This design comes from an exercise in tuning for small area on the open sky130 flow, not from production work. The RTL was checked by simulation tests, not by an equivalence proof against the original design. In every run shown here, the design's own scripts or RTL, not TritonCTS, make the clock network. The flow treats the clock pin as an ideal source. Dropping or thinning the clock tree relies on that and would not hold on a real chip. Power figures rest on the tool's default switching activity, not on a simulated workload.

### design/flow/flow/run.sh
#!/bin/bash
# Own layout flow: the standard synthesis, then the combinational logic between the
# (unchanged) flip-flops is re-optimised for area with ABC, proven equivalent to the standard
# netlist with a SAT miter, and the standard ORFS flow continues from that netlist.
set -euo pipefail
W=$PWD
F=$W/flow
PLAT=${FLOW_PLATFORM:-sky130hd}
TOP=${FLOW_TOP:-stop_watch}
R=$W/orfs/results/$PLAT/stop_watch/base
LIB=$FLOW_HOME/platforms/$PLAT/lib/sky130_fd_sc_hd__tt_025C_1v80.lib

bash standard.sh synth > $W/log_1_standard_synth.log 2>&1

cp $R/1_2_yosys.v $W/std_netlist.v
python3 $F/unmap.py $LIB $W/std_netlist.v $W/std_unmapped.v > $W/log_2_unmap.log 2>&1

DU=$(sed -n '/DONT_USE_CELLS/,/^$/p' $FLOW_HOME/platforms/$PLAT/config.mk | tr -d '\\' \
     | grep -o 'sky130_fd_sc_hd__[a-z0-9_]*' | sed 's/^/-dont_use /' | tr '\n' ' ')
# several deepsyn runs with different seeds, in parallel; the smallest proven one is used
run_reopt() {
  local S=$1
  cat > $W/reopt_$S.ys <<EOT
read_liberty -lib $LIB
read_verilog $W/std_unmapped.v
hierarchy -top $TOP
opt -purge
techmap
opt -fast -purge
abc -liberty $LIB $DU -script +strash;&get,-n;&deepsyn,-J,2000,-T,240,-S,$S;&dch,-f;&nf,-R,1000;&put
opt_clean -purge
hilomap -singleton -hicell sky130_fd_sc_hd__conb_1 HI -locell sky130_fd_sc_hd__conb_1 LO
insbuf -buf sky130_fd_sc_hd__buf_4 A X
splitnets
opt_clean -purge
stat -liberty $LIB
write_verilog -noattr -nohex -nodec $W/reopt_netlist_$S.v
EOT
  yosys -s $W/reopt_$S.ys > $W/log_3_reopt_$S.log 2>&1 || true
}
for S in 1 2 3 4; do run_reopt $S & done
wait
for S in 5 6 7 8; do run_reopt $S & done
wait

python3 $F/cut.py $W/std_unmapped.v $W/cut_gold.v $TOP
ok=0
for S in $(for S in 1 2 3 4 5 6 7 8; do a=$(grep 'Chip area' $W/log_3_reopt_$S.log | awk '{print $NF}' || true); [[ -n "$a" ]] && echo "$a $S"; done | sort -n | awk '{print $2}'); do
  # prove the new logic equal to the standard netlist's, flip-flops cut
  python3 $F/unmap.py $LIB $W/reopt_netlist_$S.v $W/reopt_unmapped_$S.v >> $W/log_2_unmap.log 2>&1
  python3 $F/cut.py $W/reopt_unmapped_$S.v $W/cut_gate_$S.v $TOP
  cat > $W/equiv_$S.ys <<EOT
read_verilog $W/cut_gold.v
rename $TOP gold
read_verilog $W/cut_gate_$S.v
rename $TOP gate
proc
opt_clean
miter -equiv -flatten -make_assert -ignore_gold_x gold gate miter
hierarchy -top miter
sat -verify -prove-asserts miter
EOT
  if yosys -s $W/equiv_$S.ys > $W/log_4_equiv_$S.log 2>&1 && grep -q "SUCCESS" $W/log_4_equiv_$S.log; then
    ok=1; cp $W/reopt_netlist_$S.v $W/reopt_netlist.v
    echo "seed $S chosen" > $W/log_4_equiv.log
    break
  fi
done
if [[ $ok == 1 ]]; then
  echo "using re-optimised netlist" | tee $W/log_5_choice.log
  cp $W/reopt_netlist.v $R/1_2_yosys.v
  rm -f $R/1_synth.odb $R/1_synth.sdc
else
  echo "re-optimisation failed or not proven; using the standard netlist" | tee $W/log_5_choice.log
fi

PORTBUF="BUFFER_PORTS_ARGS=-buffer_cell sky130_fd_sc_hd__buf_1"
bash standard.sh place "$PORTBUF" > $W/log_6_standard_place.log 2>&1

# clock tree: the clock port drives three clock buffers, each driving a cluster of flip-flops
FLOW_HOME=$FLOW_HOME PLAT=$PLAT R=$R CLKPORT=clk CLKBUFS=3 CLKBUF=sky130_fd_sc_hd__clkbuf_8 \
  openroad -no_init -exit $F/mycts.tcl > $W/log_7_cts.log 2>&1
cp $R/4_1_cts.odb $R/4_cts.odb
touch $R/4_cts.sdc

bash standard.sh finish "$PORTBUF" > $W/log_8_standard_finish.log 2>&1
### design/flow/flow/cut.py
#!/usr/bin/env python3
"""Turn a flat netlist of unmapped logic (unmap.py output) into a purely combinational module:
each flip-flop instance becomes a primary input (its Q) and a primary output (its D pins),
so two versions of the logic can be compared by a SAT miter."""
import re, sys, hashlib
src, dst, top = sys.argv[1:4]
text = open(src).read()
inst_re = re.compile(r'^\s*(sky130_fd_sc_hd__\w+)\s+(\S+)\s*\((.*?)\);', re.S | re.M)
ins, outs, assigns = [], [], []
k = 0
def rep(m):
    global k
    cell, name, body = m.groups()
    conns = re.findall(r'\.(\w+)\(([^()]*)\)', body)
    lines = []
    for pin, net in conns:
        net = net.strip()
        if net == '': continue
        port = 'cut_' + hashlib.md5((name + '.' + pin).encode()).hexdigest()[:16]
        if pin in ('Q', 'Q_N'):
            ins.append(port); lines.append('  assign %s = %s;' % (net + ' ', port))
        elif pin == 'CLK':
            continue
        else:
            outs.append(port); lines.append('  assign %s = %s;' % (port, net + ' '))
    return '\n'.join(lines)
text = inst_re.sub(rep, text)
# add the cut ports to the module header
m = re.search(r'module\s+%s\s*\(' % re.escape(top), text)
extra = ''.join(' %s,' % x for x in ins + outs)
text = text[:m.end()] + extra + text[m.end():]
decl = ''.join('  input %s;\n' % x for x in ins) + ''.join('  output %s;\n' % x for x in outs)
semi = text.index(';', m.end())
text = text[:semi + 1] + '\n' + decl + text[semi + 1:]
open(dst, 'w').write(text)
### design/flow/flow/mycts.tcl
# Clock tree of one buffer: the clock port drives a single clock buffer, placed at the
# centre of the flip-flops, which drives every flip-flop clock pin.
set plat $::env(FLOW_HOME)/platforms/$::env(PLAT)
read_lef $plat/lef/sky130_fd_sc_hd.tlef
read_lef $plat/lef/sky130_fd_sc_hd_merged.lef
read_liberty $plat/lib/sky130_fd_sc_hd__tt_025C_1v80.lib
read_db $::env(R)/3_place.odb
read_sdc $::env(R)/3_place.sdc
source $plat/setRC.tcl
set block [ord::get_db_block]
set clknet [$block findNet $::env(CLKPORT)]
$clknet setSigType CLOCK
set master [[ord::get_db] findMaster $::env(CLKBUF)]
set K $::env(CLKBUFS)
# sinks and their positions
set sinks {}
foreach it [$clknet getITerms] {
  set bb [[$it getInst] getBBox]
  lappend sinks [list $it [expr {([$bb xMin] + [$bb xMax]) / 2.0}] [expr {([$bb yMin] + [$bb yMax]) / 2.0}]]
}
# k-means on the sink positions, started from sinks spread along x
set sorted [lsort -real -index 1 $sinks]
set N [llength $sorted]
set cent {}
for {set k 0} {$k < $K} {incr k} {
  set s [lindex $sorted [expr {int(($k + 0.5) * $N / $K)}]]
  lappend cent [list [lindex $s 1] [lindex $s 2]]
}
for {set iter 0} {$iter < 50} {incr iter} {
  set assign {}
  foreach s $sinks {
    set best 0; set bd 1e30
    for {set k 0} {$k < $K} {incr k} {
      set c [lindex $cent $k]
      set d [expr {abs([lindex $s 1] - [lindex $c 0]) + abs([lindex $s 2] - [lindex $c 1])}]
      if {$d < $bd} { set bd $d; set best $k }
    }
    lappend assign $best
  }
  set newcent {}
  for {set k 0} {$k < $K} {incr k} {
    set sx 0; set sy 0; set n 0
    foreach s $sinks a $assign { if {$a == $k} { set sx [expr {$sx + [lindex $s 1]}]; set sy [expr {$sy + [lindex $s 2]}]; incr n } }
    if {$n > 0} { lappend newcent [list [expr {$sx / $n}] [expr {$sy / $n}]] } else { lappend newcent [lindex $cent $k] }
  }
  set cent $newcent
}
for {set k 0} {$k < $K} {incr k} {
  set buf [odb::dbInst_create $block $master clkbuf_leaf_$k]
  set net [odb::dbNet_create $block clknet_leaf_$k]
  $net setSigType CLOCK
  set n 0
  foreach s $sinks a $assign {
    if {$a == $k} { set it [lindex $s 0]; $it disconnect; $it connect $net; incr n }
  }
  [$buf findITerm A] connect $clknet
  [$buf findITerm X] connect $net
  set c [lindex $cent $k]
  $buf setLocation [expr {int([lindex $c 0])}] [expr {int([lindex $c 1])}]
  $buf setPlacementStatus PLACED
  puts "clock buffer $k drives $n sinks"
}
detailed_placement
set_propagated_clock [all_clocks]
estimate_parasitics -placement
repair_timing -hold -hold_margin 0
detailed_placement
check_placement -verbose
report_checks -path_delay min -format end
report_checks -path_delay max -format end
report_check_types -max_slew -max_capacitance -violators
write_db $::env(R)/4_1_cts.odb
write_sdc -no_timestamp $::env(R)/4_cts.sdc
### design/flow/flow/unmap.py
#!/usr/bin/env python3
"""Replace each combinational standard-cell instance in a flat Yosys netlist by
assign statements of its liberty function; sequential cells are kept."""
import re, sys
lib, src, dst = sys.argv[1:4]
funcs = {}   # cell -> {outpin: expr}
cur = None; pin = None; seq = set()
for line in open(lib):
    m = re.match(r'\s*cell\s*\(\s*"?(\w+)"?\s*\)', line)
    if m: cur = m.group(1); funcs[cur] = {}; continue
    if cur is None: continue
    if re.match(r'\s*(ff|latch|statetable)\s*\(', line): seq.add(cur)
    m = re.match(r'\s*pin\s*\(\s*"?(\w+)"?\s*\)', line)
    if m: pin = m.group(1); continue
    m = re.match(r'\s*function\s*:\s*"([^"]*)"', line)
    if m and pin: funcs[cur][pin] = m.group(1)
text = open(src).read()
out = []
inst_re = re.compile(r'^\s*(sky130_fd_sc_hd__\w+)\s+(\S+)\s*\((.*?)\);', re.S | re.M)
pos = 0; n = 0
for m in inst_re.finditer(text):
    cell, name, body = m.groups()
    if cell in seq or cell not in funcs or not funcs[cell]:
        continue
    conns = dict(re.findall(r'\.(\w+)\(([^()]*)\)', body))
    assigns = []
    for op, f in funcs[cell].items():
        if op not in conns or conns[op].strip() == '': continue
        e = f.replace('!', '~')
        e = re.sub(r'\b([A-Za-z_]\w*)\b', lambda k: '(' + conns[k.group(1)].strip() + ' )', e)
        assigns.append('  assign %s = %s;' % (conns[op].strip() + ' ', e))
    out.append((m.start(), m.end(), '\n'.join(assigns)))
    n += 1
res = []; last = 0
for s, e, rep in out:
    res.append(text[last:s]); res.append(rep); last = e
res.append(text[last:])
open(dst, 'w').write(''.join(res))
print('unmapped', n, 'cells', file=sys.stderr)
### design/flow/standard.sh
#!/bin/bash
# synth_recipe.tcl (not shown) runs the flow's synth.tcl, then flattens the netlist and writes it again
# the make line also repeats each setting of config.mk as NAME=value (left out here)
make -C /OpenROAD-flow-scripts/flow DESIGN_CONFIG=/design/flow/config.mk WORK_HOME=/design/flow/orfs CLKGATE_MAP_FILE= SYNTH_SCRIPT=/design/flow/synth_recipe.tcl "${@:-finish}"
### design/flow/config.mk
export PLATFORM = sky130hd
export DESIGN_NAME = stop_watch
export DESIGN_NICKNAME = stop_watch
export VERILOG_FILES = /design/flow/design.v
export SDC_FILE = /design/flow/constraint.sdc
export NUM_CORES = 4
export LEC_CHECK = 0
export CAP_MARGIN = 20
export CORE_MARGIN = 2
export CORE_UTILIZATION = 40
export SLEW_MARGIN = 20
### design/flow/constraint.sdc
create_clock -name core_clock -period 6.0 [get_ports {clk}]
set_input_delay 1.2000 -clock core_clock [delete_from_list [all_inputs] [get_ports {clk}]]
set_output_delay 1.2000 -clock core_clock [all_outputs]
set_load 0.01 [all_outputs]
### design/flow/design.v
`timescale 1ns / 1ps
module stop_watch(clk, pause, rst, adj, select, anode, cathode);
    input clk, pause, rst, adj, select;
    output [3:0] anode;
    output [6:0] cathode;
    reg [5:0] p;
    reg h;
    reg [5:0] r;
    reg [2:0] c2;
    reg s2, s1, paused;
    reg [1:0] pend;
    reg mask;
    reg [2:0] st, mt;
    reg [3:0] su, mu;
    wire pw   = ~p[5] & ~p[3] & ~p[1] & ~p[0];    
    wire t400 = pw & ~h;
    wire rw   = r[5] & r[4] & r[0];            
    wire started = ~(r[5] & r[4] & r[2]);     
    wire post = t400 & rw & started;   
    wire [1:0] shown = {r[1] ^ c2[0], r[0]};    
    wire [1:0] idx = shown + 2'd1;              
    wire blink = c2[0] ^ rw;                    
    wire s_top = (st[2] & st[1]) | (st[2] & st[0] & su[3] & su[0]);
    wire m_top = (mt[2] & mt[1]) | (mt[2] & mt[0] & mu[3] & mu[0]);
    wire [3:0] su1 = {(su[3] & ~su[0]) | (su[2] & su[1] & su[0]), su[2] ^ (su[1] & su[0]), ~su[3] & (su[1] ^ su[0]), ~su[0]};
    wire [3:0] mu1 = {(mu[3] & ~mu[0]) | (mu[2] & mu[1] & mu[0]), mu[2] ^ (mu[1] & mu[0]), ~mu[3] & (mu[1] ^ mu[0]), ~mu[0]};
    wire [3:0] su2 = {su[2] & su[1], su[2] ^ su[1], ~su[3] & ~su[1], su[0]};
    wire [3:0] mu2 = {mu[2] & mu[1], mu[2] ^ mu[1], ~mu[3] & ~mu[1], mu[0]};
    wire [2:0] st1 = {st[2] ^ (st[1] & st[0]), st[1] ^ st[0], ~st[0]};
    wire [2:0] mt1 = {mt[2] ^ (mt[1] & mt[0]), mt[1] ^ mt[0], ~mt[0]};
    always @(posedge clk) begin
        if (rst) begin
            p <= 6'd1; h <= 1'b0; r <= 6'd53; c2 <= 3'd7;
            s2 <= 1'b0; paused <= 1'b0; mask <= 1'b1;
            st <= 3'd0; su <= 4'd0; mt <= 3'd0; mu <= 4'd0;
        end else begin
            p <= pw ? 6'd1 : {p[4:0], p[5] ^ p[0]};
            if (pw) h <= ~h;
            if (t400) begin
                if (rw) begin r <= 6'd0; c2 <= c2 + 3'd1; end
                else r <= r + 6'd1;
                s2 <= pause;
                if (s2 & ~s1) paused <= ~paused;
                mask <= adj & ~blink & (select == idx[1]);
            end
            if (post & ~paused) begin
                case (pend)
                2'd1: begin  
                    if (s_top) begin
                        if (m_top) begin st <= 3'd5; su <= 4'd9; mt <= 3'd5; mu <= 4'd9; end
                        else begin
                            st <= 3'd0; su <= 4'd0;
                            mu <= mu1;
                            if (mu[3] & mu[0]) mt <= mt1;
                        end
                    end else begin
                        su <= su1;
                        if (su[3] & su[0]) st <= st1;
                    end
                end
                2'd3: begin  
                    if (s_top) begin st <= 3'd0; su <= 4'd0; end
                    else begin su <= su2; if (su[3]) st <= st1; end
                end
                2'd2: begin  
                    if (m_top) begin mt <= 3'd0; mu <= 4'd0; end
                    else begin mu <= mu2; if (mu[3]) mt <= mt1; end
                end
                default: ;
                endcase
            end
        end
        if (t400) s1 <= s2;
        if (pw) pend <= (adj & c2[1:0] == 2'b01) ? {1'b1, select} :
                        (~adj & c2 == 3'b011) ? 2'd1 : 2'd0;
    end
    reg [3:0] dig;
    always @(*) begin
        case (shown)
        2'd0: dig = {1'b0, mt};
        2'd1: dig = mu;
        2'd2: dig = {1'b0, st};
        default: dig = su;
        endcase
    end
    reg [6:0] seg;
    always @(*) begin
        case (dig)
        4'd0: seg = 7'b1000000;
        4'd1: seg = 7'b1111001;
        4'd2: seg = 7'b0100100;
        4'd3: seg = 7'b0110000;
        4'd4: seg = 7'b0011001;
        4'd5: seg = 7'b0010010;
        4'd6: seg = 7'b0000010;
        4'd7: seg = 7'b1111000;
        4'd8: seg = 7'b0000000;
        4'd9: seg = 7'b0010000;
        default: seg = 7'bxxxxxxx;
        endcase
    end
    assign anode = started ? ~(4'b1000 >> shown) : 4'b1111;
    assign cathode = mask ? 7'b1111111 : seg;
endmodule
==> reports/qor.txt, run 1 <==
Status - timing/DRC/antenna clean
Final min period - 3970 ps
Vias - 1338
Area occupied by registers - 751 um2
Port Buf Inserts - 15
Delay-heaviest family, CP - compound AO/OA/AOI/OAI gates
Slowest CP cell - dfxtp_1
Final-layout fill cell count - 397
Area of the multi-input gates - 805 um2
Slew Viols, Final - 0
Post-Place Worst Slack - 2090 ps
Max incr delay on CP - 380 ps
Routability cong. - 0.911
DP Wirelength - 2460 um
CP Capture Type - primary output
Post-Route WL - 3180 um
Internal Pwr Total - 297 uW
Largest net degree at the start of global routing - 23
Die area - 4490 um2
Floorplan core area - 3740 um2
Required @ worst endpoint - 4800 ps
Worst hold slack - 449 ps
PD cells - 210 nW/um2
Relative slew slack - 53.1%
Synth Area per Inst - 8.54 um2
Crit path buf inv count - 4
Combinational Power Share - 4.7%
Yosys warnings - 1
Final hold violations - 0
Fin nets - 212
Initial drt markers - 83
Vias/cell - 5.29
Grt total ovfl - 0
WL per Instance - 12.6 um
Vias in the first global route - 1208
Net switching power - 71.4 uW
RSZ-0062 raised after global routing - no
Share of cells above drive strength 1 - 1.95%
Worst path cell trace - xnor2_1 -> and2_0 -> clkinv_1 -> o22ai_1 -> a211oi_1 -> clkinv_1 -> o21ai_0 -> a21o_1 -> o31a_1 -> o21ai_0 -> clkinv_1 -> o21ai_0 -> buf_1
Synth-to-layout area growth - 10.4%
Number of setup violations in the final report - 0
I/O pins - 16
Sw Ratio - 19.4%
N_diodes - 0
Period utilization - 66.2%
Worst slew pin tran - 701 ps
Post-Syn Instances - 186
Cell Area, Synth - 1590 um2
MaxCap Viol Count - 0
Syn_nets - 191
VDD IR-drop max - 132 uV
Clk latency of the worst-skew pair - 150 ps
DR DRC count - 0
ANT nets after route - 0
Crit Path Max Fanout - 6
Initial core utilization - 42.4%
Clock skew - 25.4 ps
Drt first pass iters - 4
First-pass GRT wire length - 5490 um
LEAKAGE - 0.601 nW
Startpoint Class - flop
Seq pwr share - 67.1%
Maximum clock rate - 0.252 GHz
Worst min path class - flop to flop
Clock Pin Slew Worst Setup and Hold Paths - 90 ps
Post-route setup slack - 2030 ps
Die Y-Extent - 67.0 um
Setup TNS - 0 ps
Total GRT Usage - 15.2%
Worst EP arrival - 2770 ps
Chip Width - 67.0 um
Site row count - 22
Tot Pwr - 369 uW
Initial antenna violation count - 0
Clock power frac - 28.2%
Kind of critical path - flop to primary output
[worst paths after layout]
path,start,cells after the start,slack (ps),end
setup / recovery,c2[0],13,2030,cathode[1]
hold / removal,p[4],1,450,p[5]
setup reg to reg,p[0],13,2070,mt[1]
hold reg to reg,p[4],1,450,p[5]
[cell type report]
class	instances	area share (%)
Tap cell	48	3.42
Inverter	9	1.93
Timing Repair Buffer	16	3.64
Buffer	3	2.35
Multi-Input combinational cell	141	45.9
Sequential cell	36	42.8
[sequential cells by signal, summed over array words and instances, names as in the netlist, named ones only]
| register | cells |
|---|---|
| c2 | 3 |
| h | 1 |
| mask | 1 |
| mt | 3 |
| mu | 4 |
| p | 6 |
| paused | 1 |
| pend | 2 |
| r | 6 |
| s1 | 1 |
| s2 | 1 |
| st | 3 |
| su | 3 |
[per-layer routing]
layer / share of wire (%) / routed length [um] / track usage, % / up-vias
li1: - / - / - / 707
met1: 48 / 1520 / 21.6 / 601
met2: 47 / 1490 / 24.3 / 27
met3: 3.9 / 124 / 1.69 / 3
met4: 1.3 / 41 / 3.83 / 0
met5: 0 / 0 / 0 / -
[power by group through the flow]
stage / clock network (mW) / registers (mW) / logic (mW)
3_3_place_gp: 0 / 0.253 / 0.0172
6_report: 0.104 / 0.247 / 0.0173
2_1_floorplan: 0 / 0.252 / 0.0110
3_5_place_dp: 0 / 0.253 / 0.0174
5_1_grt: 0.120 / 0.248 / 0.0198
[stage by stage]
stage	instance area [um2]	util [%]	cells
after floorplan	1590	-	186
after detailed placement	1710	45.8	250
after global placement	1710	45.8	250
final	1750	46.9	253
after global routing	1750	46.9	253
[cells in the final DEF (no fill, tap or decap), types with 6 or more instances in the layout]
cell type and n:
nor2_1 21, nor2b_1 9, nand2_1 17, a21oi_1 22, clkinv_1 9, xnor2_1 6, and2_0 7, buf_1 15
dfxtp_1 33, o21ai_0 10
==> inputs of run 2 (changes only) <==
--- a/design/flow/flow/run.sh
+++ b/design/flow/flow/run.sh
@@ -38,14 +38,14 @@
 EOT
   yosys -s $W/reopt_$S.ys > $W/log_3_reopt_$S.log 2>&1 || true
 }
-for S in 1 2 3 4; do run_reopt $S & done
+for S in 1 2 3 4 5 6 7 8; do run_reopt $S & done
 wait
-for S in 5 6 7 8; do run_reopt $S & done
+for S in 9 10 11 12 13 14 15 16; do run_reopt $S & done
 wait
 
 python3 $F/cut.py $W/std_unmapped.v $W/cut_gold.v $TOP
 ok=0
-for S in $(for S in 1 2 3 4 5 6 7 8; do a=$(grep 'Chip area' $W/log_3_reopt_$S.log | awk '{print $NF}' || true); [[ -n "$a" ]] && echo "$a $S"; done | sort -n | awk '{print $2}'); do
+for S in $(for S in $(seq 1 16); do a=$(grep 'Chip area' $W/log_3_reopt_$S.log | awk '{print $NF}' || true); [[ -n "$a" ]] && echo "$a $S"; done | sort -n | awk '{print $2}'); do
   # prove the new logic equal to the standard netlist's, flip-flops cut
   python3 $F/unmap.py $LIB $W/reopt_netlist_$S.v $W/reopt_unmapped_$S.v >> $W/log_2_unmap.log 2>&1
   python3 $F/cut.py $W/reopt_unmapped_$S.v $W/cut_gate_$S.v $TOP
==> reports/qor.txt, run 2 <==
Drt first pass iters - 4 (unchanged)
Fin nets - 212 (unchanged)
Clock skew - 25.4 ps (unchanged)
Kind of critical path - flop to primary output (unchanged)
Final min period - 3970 ps (unchanged)
Required @ worst endpoint - 4800 ps (about the same)
Maximum clock rate - 0.252 GHz (unchanged)
Setup TNS - 0 ps (unchanged)
MaxCap Viol Count - 0 (unchanged)
Yosys warnings - 1 (unchanged)
VDD IR-drop max - 132 uV (unchanged)
Chip Width - 67.0 um (unchanged)
First-pass GRT wire length - 5490 um (unchanged)
Cell Area, Synth - 1590 um2 (unchanged)
Worst min path class - flop to flop (unchanged)
Floorplan core area - 3740 um2 (unchanged)
Grt total ovfl - 0 (unchanged)
Largest regs - p: 6 flops, r: 6 flops, mu: 4 flops (unchanged)
Most frequent cells in the layout - dfxtp_1 (33), a21oi_1 (22), nor2_1 (21) (unchanged)
Final-layout fill cell count - 397 (unchanged)
Most common cell after layout, fill and taps aside - dfxtp_1 (unchanged)
Slew Viols, Final - 0 (unchanged)
Vias in the first global route - 1208 (unchanged)
Die area - 4490 um2 (unchanged)
Post-Syn Instances - 186 (unchanged)
DP Wirelength - 2460 um (unchanged)
LEAKAGE - 0.601 nW (unchanged)
I/O pins - 16 (unchanged)
ANT nets after route - 0 (unchanged)
Initial antenna violation count - 0 (unchanged)
Area of the multi-input gates - 805 um2 (unchanged)
Site row count - 22 (unchanged)
Vias - 1338 (unchanged)
CP Capture Type - primary output (unchanged)
Die Y-Extent - 67.0 um (unchanged)
Share of cells above drive strength 1 - 1.95% (unchanged)
Period utilization - 66.2% (unchanged)
Tot Pwr - 369 uW (unchanged)
Routability cong. - 0.911 (unchanged)
Clock Pin Slew Worst Setup and Hold Paths - 90 ps (about the same)
Status - timing/DRC/antenna clean (unchanged)
Port Buf Inserts - 15 (unchanged)
Final hold violations - 0 (unchanged)
Syn_nets - 191 (unchanged)
Clk latency of the worst-skew pair - 150 ps (about the same)
DR DRC count - 0 (unchanged)
Initial drt markers - 83 (unchanged)
Vias/cell - 5.29 (unchanged)
Number of setup violations in the final report - 0 (unchanged)
RSZ-0062 raised after global routing - no (unchanged)
Post-Route WL - 3180 um (unchanged)
Initial core utilization - 42.4% (unchanged)
Crit Path Max Fanout - 6 (unchanged)
N_diodes - 0 (unchanged)
Largest net degree at the start of global routing - 23 (unchanged)
Synth Area per Inst - 8.54 um2 (unchanged)
Synth-to-layout area growth - 10.4% (unchanged)
Total GRT Usage - 15.2% (unchanged)
Worst slew pin tran - 701 ps (unchanged)
WL per Instance - 12.6 um (unchanged)
Area occupied by registers - 751 um2 (unchanged)
Relative slew slack - 53.1% (unchanged)
PD cells - 210 nW/um2 (unchanged)
Worst EP arrival - 2770 ps (about the same)
Startpoint Class - flop (unchanged)
==> run 2: critical path, cell delays in order, from the launching register on <==
cell,delay [ps]
dfxtp_1,380
xnor2_1,360
and2_0,370
clkinv_1,110
o22ai_1,170
a211oi_1,100
clkinv_1,100
o21ai_0,80
a21o_1,200
o31a_1,110
o21ai_0,230
clkinv_1,120
o21ai_0,150
buf_1,170
==> run 2: metrics by stage <==
step	area [um2]	util, %	hold WS, ps	cells	setup slack, ps
after detailed placement	1710	45.8	423	250	2090
after global routing	1750	46.9	464	253	1510
after global placement	1710	45.8	434	250	2240
after floorplan	1590	-	407	186	2440
final	1750	46.9	449	253	2030
==> run 2: worst paths after layout <==
kind	startpoint	end	slack [ps]	cells past startpoint
hold / removal	p[4]	p[5]	450	1
hold reg to reg	p[4]	p[5]	450	1
setup / recovery	c2[0]	cathode[1]	2030	13
setup reg to reg	p[0]	mt[1]	2070	13
==> run 2: cell type report <==
class | instances | area share, %
flip-flops and latches | 36 | 42.8
repair buffers | 16 | 3.64
multi-input cells | 141 | 45.9
well taps | 48 | 3.42
plain buffers | 3 | 2.35
inverters | 9 | 1.93
==> run 2: where the power goes <==
part	switching, mW	internal (mW)	total [mW]
clock network	0.0583	0.0458	0.104
registers	0.00258	0.245	0.247
logic	0.0105	0.00681	0.0173
total	0.0714	0.297	0.369
==> run 2: routing by layer <==
metal  global-route usage [%]  vias up  share of wire [%]
met5                        0        -                  0
met4                     3.83        0                1.3
met3                     1.69        3                3.9
met2                     24.3       27                 47
met1                     21.6      601                 48
li1                         -      707                  -
==> inputs of run 3 (changes only) <==
--- a/design/flow/config.mk
+++ b/design/flow/config.mk
@@ -5,7 +5,7 @@
 export SDC_FILE = /design/flow/constraint.sdc
 export NUM_CORES = 4
 export LEC_CHECK = 0
-export CAP_MARGIN = 20
+export CAP_MARGIN = 0
 export CORE_MARGIN = 2
 export CORE_UTILIZATION = 40
-export SLEW_MARGIN = 20
+export SLEW_MARGIN = 0
==> reports/qor.txt, run 3 <==
Net switching power - 71.4 uW (unchanged)
DP Wirelength - 2460 um (unchanged)
Vias/cell - 5.29 (unchanged)
Floorplan core area - 3740 um2 (unchanged)
Cell Area, Synth - 1590 um2 (unchanged)
PD cells - 210 nW/um2 (unchanged)
LEAKAGE - 0.601 nW (unchanged)
Status - timing/DRC/antenna clean (unchanged)
Most frequent cells in the layout - dfxtp_1 (33), a21oi_1 (22), nor2_1 (21) (unchanged)
Drt first pass iters - 4 (unchanged)
Internal Pwr Total - 297 uW (unchanged)
First-pass GRT wire length - 5490 um (unchanged)
Post-Place Worst Slack - 2090 ps (unchanged)
Syn_nets - 191 (unchanged)
Site row count - 22 (unchanged)
Slowest CP cell - dfxtp_1 (unchanged)
Chip Width - 67.0 um (unchanged)
Initial antenna violation count - 0 (unchanged)
Required @ worst endpoint - 4800 ps (about the same)
Die Y-Extent - 67.0 um (unchanged)
Fin nets - 212 (unchanged)
CP Capture Type - primary output (unchanged)
Grt total ovfl - 0 (unchanged)
Final Non-Filler Cells - 253 (unchanged)
N_diodes - 0 (unchanged)
Final min period - 3970 ps (unchanged)
Met2 usage - 24.3% (unchanged)
Reg2reg path depth - 13 (unchanged)
Final hold violations - 0 (unchanged)
Post-Route WL - 3180 um (unchanged)
Vias - 1338 (unchanged)
RSZ-0062 raised after global routing - no (unchanged)
Die area - 4490 um2 (unchanged)
Worst slew pin tran - 701 ps (unchanged)
Synth Area per Inst - 8.54 um2 (unchanged)
Combinational Power Share - 4.7% (about the same)
Clk latency of the worst-skew pair - 150 ps (about the same)
Initial drt markers - 83 (unchanged)
Tot Pwr - 369 uW (unchanged)
Post-route setup slack - 2030 ps (unchanged)
Relative slew slack - 53.1% (unchanged)
Vias in the first global route - 1208 (unchanged)
Port Buf Inserts - 15 (unchanged)
Share of cells above drive strength 1 - 1.95% (unchanged)
Crit path buf inv count - 4 (unchanged)
Initial core utilization - 42.4% (unchanged)
Clock power frac - 28.2% (about the same)
VDD IR-drop max - 132 uV (unchanged)
Largest net degree at the start of global routing - 23 (unchanged)
WL per Instance - 12.6 um (unchanged)
Gr busiest metal - met2 (unchanged)
Area occupied by registers - 751 um2 (unchanged)
Startpoint Class - flop (unchanged)
Post-route cell area - 1750 um2 (unchanged)
Clock skew - 25.4 ps (unchanged)
I/O pins - 16 (unchanged)
Setup TNS - 0 ps (unchanged)
ANT nets after route - 0 (unchanged)
Worst min path class - flop to flop (unchanged)
Seq pwr share - 67.1% (about the same)
Total GRT Usage - 15.2% (unchanged)
Number of setup violations in the final report - 0 (unchanged)
Max incr delay on CP - 380 ps (about the same)
Routability cong. - 0.911 (unchanged)
Kind of critical path - flop to primary output (unchanged)
Placed insts - 250 (unchanged)
Largest regs - p: 6 flops, r: 6 flops, mu: 4 flops (unchanged)
Placed cell areas - 1710 um2 (unchanged)
DR DRC count - 0 (unchanged)
Met3 GRT Util - 1.69% (unchanged)
MaxCap Viol Count - 0 (unchanged)
Slew Viols, Final - 0 (unchanged)
Clock Pin Slew Worst Setup and Hold Paths - 90 ps (about the same)
Worst EP arrival - 2770 ps (about the same)
Period utilization - 66.2% (unchanged)
Global-route met1 utilization - 21.6% (unchanged)
Delay-heaviest family, CP - compound AO/OA/AOI/OAI gates (unchanged)
Area of the multi-input gates - 805 um2 (unchanged)
Hold depth - 1 (unchanged)
Crit Path Max Fanout - 6 (unchanged)
Most common cell after layout, fill and taps aside - dfxtp_1 (unchanged)
Sw Ratio - 19.4% (unchanged)
Worst path cell trace - xnor2_1 -> and2_0 -> clkinv_1 -> o22ai_1 -> a211oi_1 -> clkinv_1 -> o21ai_0 -> a21o_1 -> o31a_1 -> o21ai_0 -> clkinv_1 -> o21ai_0 -> buf_1 (unchanged)
Final-layout fill cell count - 397 (unchanged)
Crit. path cell count - 13 (unchanged)
Maximum clock rate - 0.252 GHz (unchanged)
Post-Syn Instances - 186 (unchanged)
Yosys warnings - 1 (unchanged)
Synth-to-layout area growth - 10.4% (unchanged)
==> run 3: cell type report <==
type,count,share of cell area (%)
plain buffers,3,2.35
inverters,9,1.93
multi-input cells,141,45.9
flip-flops and latches,36,42.8
well taps,48,3.42
repair buffers,16,3.64
==> run 3: power groups by stage <==
| stage | clock, mW | sequential [mW] | combinational (mW) |
|---|---|---|---|
| after detailed placement | 0 | 0.253 | 0.0174 |
| final | 0.104 | 0.247 | 0.0173 |
| after global routing | 0.120 | 0.248 | 0.0198 |
| after floorplan | 0 | 0.252 | 0.0110 |
| after global placement | 0 | 0.253 | 0.0172 |
==> run 3: path summary, 6_finish.rpt <==
| check | start | endpoint | slack, ps |
|---|---|---|---|
| max reg2reg | p[0] | mt[1] | 2070 |
| min | p[4] | p[5] | 450 |
| min reg2reg | p[4] | p[5] | 450 |
| max | c2[0] | cathode[1] | 2030 |
==> run 3: worst register-to-register path, delay by kind of cell (launching register included) <==
family             cells  cell delay (ps)
and+or+nand+nor       11             2930
DFF                    1              340
AOI/OAI and AO/OA      2              540
==> run 3: routing by layer <==
metal	part of all wire [%]	vias up	wire, um
met1	48	601	1520
met3	3.9	3	124
met4	1.3	0	41
met2	47	27	1490
met5	0	-	0
li1	-	707	-
==> run 3: through the flow <==
step                utilization [%]  hold slack [ps]
global route                   46.9              464
floorplan                         -              407
global placement               45.8              434
detailed placement             45.8              423
finish                         46.9              449
==> inputs of run 4 (changes only) <==
--- a/design/flow/design.v
+++ b/design/flow/design.v
@@ -32,7 +32,6 @@
         if (rst) begin
             p <= 6'd1; h <= 1'b0; r <= 6'd53; c2 <= 3'd7;
             s2 <= 1'b0; paused <= 1'b0; mask <= 1'b1;
-            st <= 3'd0; su <= 4'd0; mt <= 3'd0; mu <= 4'd0;
         end else begin
             p <= pw ? 6'd1 : {p[4:0], p[5] ^ p[0]};
             if (pw) h <= ~h;
@@ -71,6 +70,7 @@
             end
         end
         if (t400) s1 <= s2;
+        if (~started) begin st <= 3'd0; su <= 4'd0; mt <= 3'd0; mu <= 4'd0; end
         if (pw) pend <= (adj & c2[1:0] == 2'b01) ? {1'b1, select} :
                         (~adj & c2 == 3'b011) ? 2'd1 : 2'd0;
     end
--- a/design/flow/config.mk
+++ b/design/flow/config.mk
@@ -5,7 +5,7 @@
 export SDC_FILE = /design/flow/constraint.sdc
 export NUM_CORES = 4
 export LEC_CHECK = 0
-export CAP_MARGIN = 0
+export CAP_MARGIN = 20
 export CORE_MARGIN = 2
 export CORE_UTILIZATION = 40
-export SLEW_MARGIN = 0
+export SLEW_MARGIN = 20
==> reports/qor.txt, run 4 <==
Internal Pwr Total - 295 uW (was 297 uW)
Relative slew slack - 43.0% (was 53.1%)
Crit Path Max Fanout - 10 (was 6)
I/O pins - 16 (unchanged)
Seq pwr share - 67.6% (was 67.1%)
Required @ worst endpoint - 4800 ps (about the same)
Synth Area per Inst - 8.25 um2 (was 8.54 um2)
Syn_nets - 198 (was 191)
Worst min path class - flop to flop (unchanged)
Synth-to-layout area growth - 9.90% (was 10.4%)
PD cells - 208 nW/um2 (was 210 nW/um2)
First-pass GRT wire length - 5960 um (was 5490 um)
MaxCap Viol Count - 0 (unchanged)
VDD IR-drop max - 120 uV (was 132 uV)
Worst EP arrival - 2660 ps (was 2770 ps)
Maximum clock rate - 0.259 GHz (was 0.252 GHz)
Clk latency of the worst-skew pair - 140 ps (was 150 ps)
Clock skew - 15.2 ps (was 25.4 ps)
Final min period - 3860 ps (was 3970 ps)
Slew Viols, Final - 0 (unchanged)
Hold wc startpoint - p[2] (was p[4])
Worst slew pin tran - 847 ps (was 701 ps)
RSZ-0062 raised after global routing - no (unchanged)
Kind of critical path - flop to primary output (unchanged)
Largest net degree at the start of global routing - 15 (was 23)
Initial drt markers - 111 (was 83)
Worst Setup SP - c2[0] (unchanged)
Grt total ovfl - 0 (unchanged)
ANT nets after route - 0 (unchanged)
DP Wirelength - 2660 um (was 2460 um)
Die area - 4500 um2 (was 4490 um2)
Final hold violations - 0 (unchanged)
Fin nets - 218 (was 212)
Post-Route WL - 3490 um (was 3180 um)
Setup TNS - 0 ps (unchanged)
N_diodes - 0 (unchanged)
Chip Width - 67.1 um (was 67.0 um)
Combinational Power Share - 4.0% (was 4.7%)
Floorplan core area - 3740 um2 (unchanged)
Post-Syn Instances - 193 (was 186)
Vias/cell - 5.56 (was 5.29)
Most frequent cells in the layout - dfxtp_1 (33), nand2_1 (33), nor2_1 (21) (was dfxtp_1 (33), a21oi_1 (22), nor2_1 (21))
Routability cong. - 0.854 (was 0.911)
Yosys warnings - 1 (unchanged)
Net switching power - 69.5 uW (was 71.4 uW)
Die Y-Extent - 67.1 um (was 67.0 um)
Number of setup violations in the final report - 0 (unchanged)
Share of cells above drive strength 1 - 1.42% (was 1.95%)
Sw Ratio - 19.1% (was 19.4%)
Port Buf Inserts - 15 (unchanged)
Drt first pass iters - 5 (was 4)
CP Capture Type - primary output (unchanged)
Clock power frac - 28.4% (was 28.2%)
Vias in the first global route - 1357 (was 1208)
Site row count - 22 (unchanged)
WL per Instance - 13.5 um (was 12.6 um)
DR DRC count - 0 (unchanged)
Largest regs - p: 6 flops, r: 6 flops, mu: 4 flops (unchanged)
Period utilization - 64.3% (was 66.2%)
RR Startpoint - p[5] (was p[0])
Final-layout fill cell count - 385 (was 397)
Cell Area, Synth - 1590 um2 (about the same)
Vias - 1440 (was 1338)
Initial antenna violation count - 0 (unchanged)
Startpoint Class - flop (unchanged)
Total GRT Usage - 16.5% (was 15.2%)
LEAKAGE - 0.613 nW (was 0.601 nW)
Initial core utilization - 42.5% (was 42.4%)
Tot Pwr - 364 uW (was 369 uW)
Clock Pin Slew Worst Setup and Hold Paths - 80 ps (was 90 ps)
Status - timing/DRC/antenna clean (unchanged)
==> run 4: cell types whose count changed in the layout (fill, tap and decap cells not counted), sizes merged, moves of 3 or more <==
| cell | delta |
|---|---|
| nand2b | -3 |
| a21oi | -8 |
| o21ai | +6 |
| nand3 | +5 |
| nand2 | +16 |
| xor2 | +4 |
| nor3 | +3 |
| nor2b | -4 |
==> run 4: stage by stage <==
stage	cells	util, %	setup WS, ps	cell area (um2)	hold WS (ps)
finish	259	46.8	2140	1750	436
global route	259	46.8	1740	1750	465
detailed placement	256	45.7	2300	1710	431
global placement	256	45.7	2410	1710	413
floorplan	193	-	2610	1590	407
==> run 4: worst max-delay path, cell delays in order, from the launching register on <==
cell,delay (ps)
dfxtp_1,530
xor2_1,220
nor2_1,130
a222oi_1,470
nand2_1,160
a21oi_1,180
a21boi_0,380
nand2_1,120
o21ai_0,160
buf_1,170
==> run 4: path summary, 6_finish.rpt <==
path | end | slack (ps) | cells after the start
hold reg to reg | p[3] | 440 | 1
setup reg to reg | mt[1] | 2260 | 12
hold / removal | p[3] | 440 | 1
setup / recovery | cathode[1] | 2140 | 9
==> run 4: layer usage <==
metal,share of wire (%),global-route usage (%)
met5,0,0
met4,2.8,4.59
met1,44,21.6
met3,4.5,1.52
met2,48,29.0
==> run 4: final cells by class <==
cell class              count  area [um2]  area share [%]
flip-flops and latches     36         751            42.9
multi-input cells         150         816            46.6
repair buffers             15        56.3            3.22
inverters                   7        26.3            1.50
plain buffers               3        41.3            2.36
well taps                  48        60.1            3.43
==> run 4: power groups by stage <==
stage | Combinational [mW] | Clock [mW] | Sequential, mW
6_report | 0.0144 | 0.104 | 0.246
5_1_grt | 0.0166 | 0.117 | 0.247
3_5_place_dp | 0.0145 | 0 | 0.252
3_3_place_gp | 0.0141 | 0 | 0.252
2_1_floorplan | 0.00934 | 0 | 0.251
==> inputs of run 5 (changes only) <==
--- a/design/flow/flow/run.sh
+++ b/design/flow/flow/run.sh
@@ -38,14 +38,14 @@
 EOT
   yosys -s $W/reopt_$S.ys > $W/log_3_reopt_$S.log 2>&1 || true
 }
-for S in 1 2 3 4 5 6 7 8; do run_reopt $S & done
-wait
-for S in 9 10 11 12 13 14 15 16; do run_reopt $S & done
-wait
+for W0 in 0 8 16 24; do
+  for S in $(seq $((W0 + 1)) $((W0 + 8))); do run_reopt $S & done
+  wait
+done
 
 python3 $F/cut.py $W/std_unmapped.v $W/cut_gold.v $TOP
 ok=0
-for S in $(for S in $(seq 1 16); do a=$(grep 'Chip area' $W/log_3_reopt_$S.log | awk '{print $NF}' || true); [[ -n "$a" ]] && echo "$a $S"; done | sort -n | awk '{print $2}'); do
+for S in $(for S in $(seq 1 32); do a=$(grep 'Chip area' $W/log_3_reopt_$S.log | awk '{print $NF}' || true); [[ -n "$a" ]] && echo "$a $S"; done | sort -n | awk '{print $2}'); do
   # prove the new logic equal to the standard netlist's, flip-flops cut
   python3 $F/unmap.py $LIB $W/reopt_netlist_$S.v $W/reopt_unmapped_$S.v >> $W/log_2_unmap.log 2>&1
   python3 $F/cut.py $W/reopt_unmapped_$S.v $W/cut_gate_$S.v $TOP
==> reports/qor.txt, run 5 <==
Status - timing/DRC/antenna clean (unchanged)
Fin nets - 218 (unchanged)
Final min period - 3860 ps (unchanged)
Worst EP arrival - 2660 ps (about the same)
MaxCap Viol Count - 0 (unchanged)
Vias - 1440 (unchanged)
Relative slew slack - 43.0% (unchanged)
Synth-to-layout area growth - 9.90% (unchanged)
I/O pins - 16 (unchanged)
N_diodes - 0 (unchanged)
Final Non-Filler Cells - 259 (unchanged)
Final hold violations - 0 (unchanged)
Chip Width - 67.1 um (unchanged)
Reg2reg path depth - 12 (unchanged)
Share of cells above drive strength 1 - 1.42% (unchanged)
ANT nets after route - 0 (unchanged)
LEAKAGE - 0.613 nW (unchanged)
Kind of critical path - flop to primary output (unchanged)
Crit Path Max Fanout - 10 (unchanged)
Synth Area per Inst - 8.25 um2 (unchanged)
Hold endpoint - p[3] (unchanged)
Clock skew - 15.2 ps (unchanged)
Routability cong. - 0.854 (unchanged)
Clock Pin Slew Worst Setup and Hold Paths - 80 ps (about the same)
Most used cell, CP - nand2_1 (unchanged)
Max incr delay on CP - 530 ps (about the same)
PD cells - 208 nW/um2 (unchanged)
Slowest CP cell - dfxtp_1 (unchanged)
Worst Setup SP - c2[0] (unchanged)
Die Y-Extent - 67.1 um (unchanged)
Worst slew pin tran - 847 ps (unchanged)
Largest net degree at the start of global routing - 15 (unchanged)
Die area - 4500 um2 (unchanged)
Most frequent cells in the layout - dfxtp_1 (33), nand2_1 (33), nor2_1 (21) (unchanged)
Slew Viols, Final - 0 (unchanged)
WL per Instance - 13.5 um (unchanged)
CP Capture Type - primary output (unchanged)
Post-route cell area - 1750 um2 (unchanged)
Initial antenna violation count - 0 (unchanged)
Grt total ovfl - 0 (unchanged)
Drt first pass iters - 5 (unchanged)
RSZ-0062 raised after global routing - no (unchanged)
Cell Area, Synth - 1590 um2 (unchanged)
Floorplan core area - 3740 um2 (unchanged)
Worst path cell trace - xor2_1 -> nor2_1 -> a222oi_1 -> nand2_1 -> a21oi_1 -> a21boi_0 -> nand2_1 -> o21ai_0 -> buf_1 (unchanged)
Vias/cell - 5.56 (unchanged)
Site row count - 22 (unchanged)
Maximum clock rate - 0.259 GHz (unchanged)
Vias in the first global route - 1357 (unchanged)
VDD IR-drop max - 120 uV (unchanged)
R2R Path End - mt[1] (unchanged)
Post-Route WL - 3490 um (unchanged)
Final-layout fill cell count - 385 (unchanged)
Hold depth - 1 (unchanged)
RR Startpoint - p[5] (unchanged)
Required @ worst endpoint - 4800 ps (about the same)
Number of setup violations in the final report - 0 (unchanged)
Placed cell areas - 1710 um2 (unchanged)
Startpoint Class - flop (unchanged)
Setup TNS - 0 ps (unchanged)
Hold wc startpoint - p[2] (unchanged)
Initial core utilization - 42.5% (unchanged)
DR DRC count - 0 (unchanged)
Largest regs - p: 6 flops, r: 6 flops, mu: 4 flops (unchanged)
Worst min path class - flop to flop (unchanged)
Total GRT Usage - 16.5% (unchanged)
Clk latency of the worst-skew pair - 140 ps (about the same)
DP Wirelength - 2660 um (unchanged)
Placed insts - 256 (unchanged)
First-pass GRT wire length - 5960 um (unchanged)
Port Buf Inserts - 15 (unchanged)
Post-Syn Instances - 193 (unchanged)
Slack of the worst reg-to-reg path - 2260 ps (about the same)
Initial drt markers - 111 (unchanged)
Syn_nets - 198 (unchanged)
Yosys warnings - 1 (unchanged)
Period utilization - 64.3% (unchanged)
-- run 5: worst max-delay path: cells and delay by family (launching register included) --
kind                   cells  cell delay (ps)
flip-flops                 1              530
AO/OA/AOI/OAI              4             1190
buffers and inverters      1              170
AND/OR/NAND/NOR            3              410
XOR/XNOR                   1              220
-- run 5: power breakdown --
| part | internal [mW] | switching [mW] | total, mW | leakage (nW) |
|---|---|---|---|---|
| Clock | 0.0457 | 0.0578 | 0.104 | 0.0216 |
| Sequential | 0.244 | 0.00215 | 0.246 | 0.299 |
| Combinational | 0.00489 | 0.00952 | 0.0144 | 0.292 |
| Total | 0.295 | 0.0695 | 0.364 | 0.613 |
-- run 5: metal layers --
metal,share of wire [%],vias up,track usage (%),wire length [um]
met5,0,-,0,0
met4,2.8,0,4.59,97
met3,4.5,10,1.52,158
met2,48,42,29.0,1680
met1,44,657,21.6,1550
li1,-,731,-,-
-- run 5: final cells by class --
| class | count | area, um2 | area share, % |
|---|---|---|---|
| timing repair buffer | 15 | 56.3 | 3.22 |
| multi-input combinational | 150 | 816 | 46.6 |
| inverter | 7 | 26.3 | 1.50 |
| buffer | 3 | 41.3 | 2.36 |
| tap | 48 | 60.1 | 3.43 |
| sequential | 36 | 751 | 42.9 |
-- run 5: how the worst max path moves through the flow --
| stage | to | slack, ps |
|---|---|---|
| 2_1_floorplan | cathode[1] | 2610 |
| 5_1_grt | mt[1] | 1740 |
| 6_report | cathode[1] | 2140 |
| 3_5_place_dp | mt[1] | 2300 |
| 3_3_place_gp | cathode[1] | 2410 |
-- run 5: stage by stage --
step | worst slack [ps] | hold slack (ps) | total power, mW | util (%)
floorplan | 2610 | 407 | 0.261 | -
global placement | 2410 | 413 | 0.266 | 45.7
detailed placement | 2300 | 431 | 0.267 | 45.7
global route | 1740 | 465 | 0.381 | 46.8
finish | 2140 | 436 | 0.364 | 46.8

## port drivers added, routing unchanged
The flow's constraints put no driver on any port. The routed layouts listed below were extracted and timed again, unchanged, in two steps. Step 1 (the two cells are an assumption about what drives the block):
set clk [get_ports {clk}]
set_driving_cell -lib_cell sky130_fd_sc_hd__clkbuf_16 $clk
set_driving_cell -lib_cell sky130_fd_sc_hd__buf_2 [delete_from_list [all_inputs] $clk]
Step 2 adds t to the input delays and takes it off the output delays; t is the mean of the earliest and latest rising clock arrival at the registers after step 1. Input paths then give back, and output paths get back, about the clock's delay inside the block. Three values: ideal ports, drivers, drivers and shift; two values: the first two.
run	t, ns	setup slack, ns	hold WS [ns]	pins driven straight from the clock port
run 1	0.188	2.031 / 1.982 / 2.070	0.449 / 0.449 / 0.449	3
run 2	0.188	2.031 / 1.982 / 2.070	0.449 / 0.449 / 0.449	3
run 3	0.188	2.031 / 1.982 / 2.070	0.449 / 0.449 / 0.449	3
run 4	0.183	2.145 / 2.098 / 2.258	0.436 / 0.436 / 0.436	3
run 5	0.183	2.145 / 2.098 / 2.258	0.436 / 0.436 / 0.436	3
After both steps every run listed still meets setup and hold.
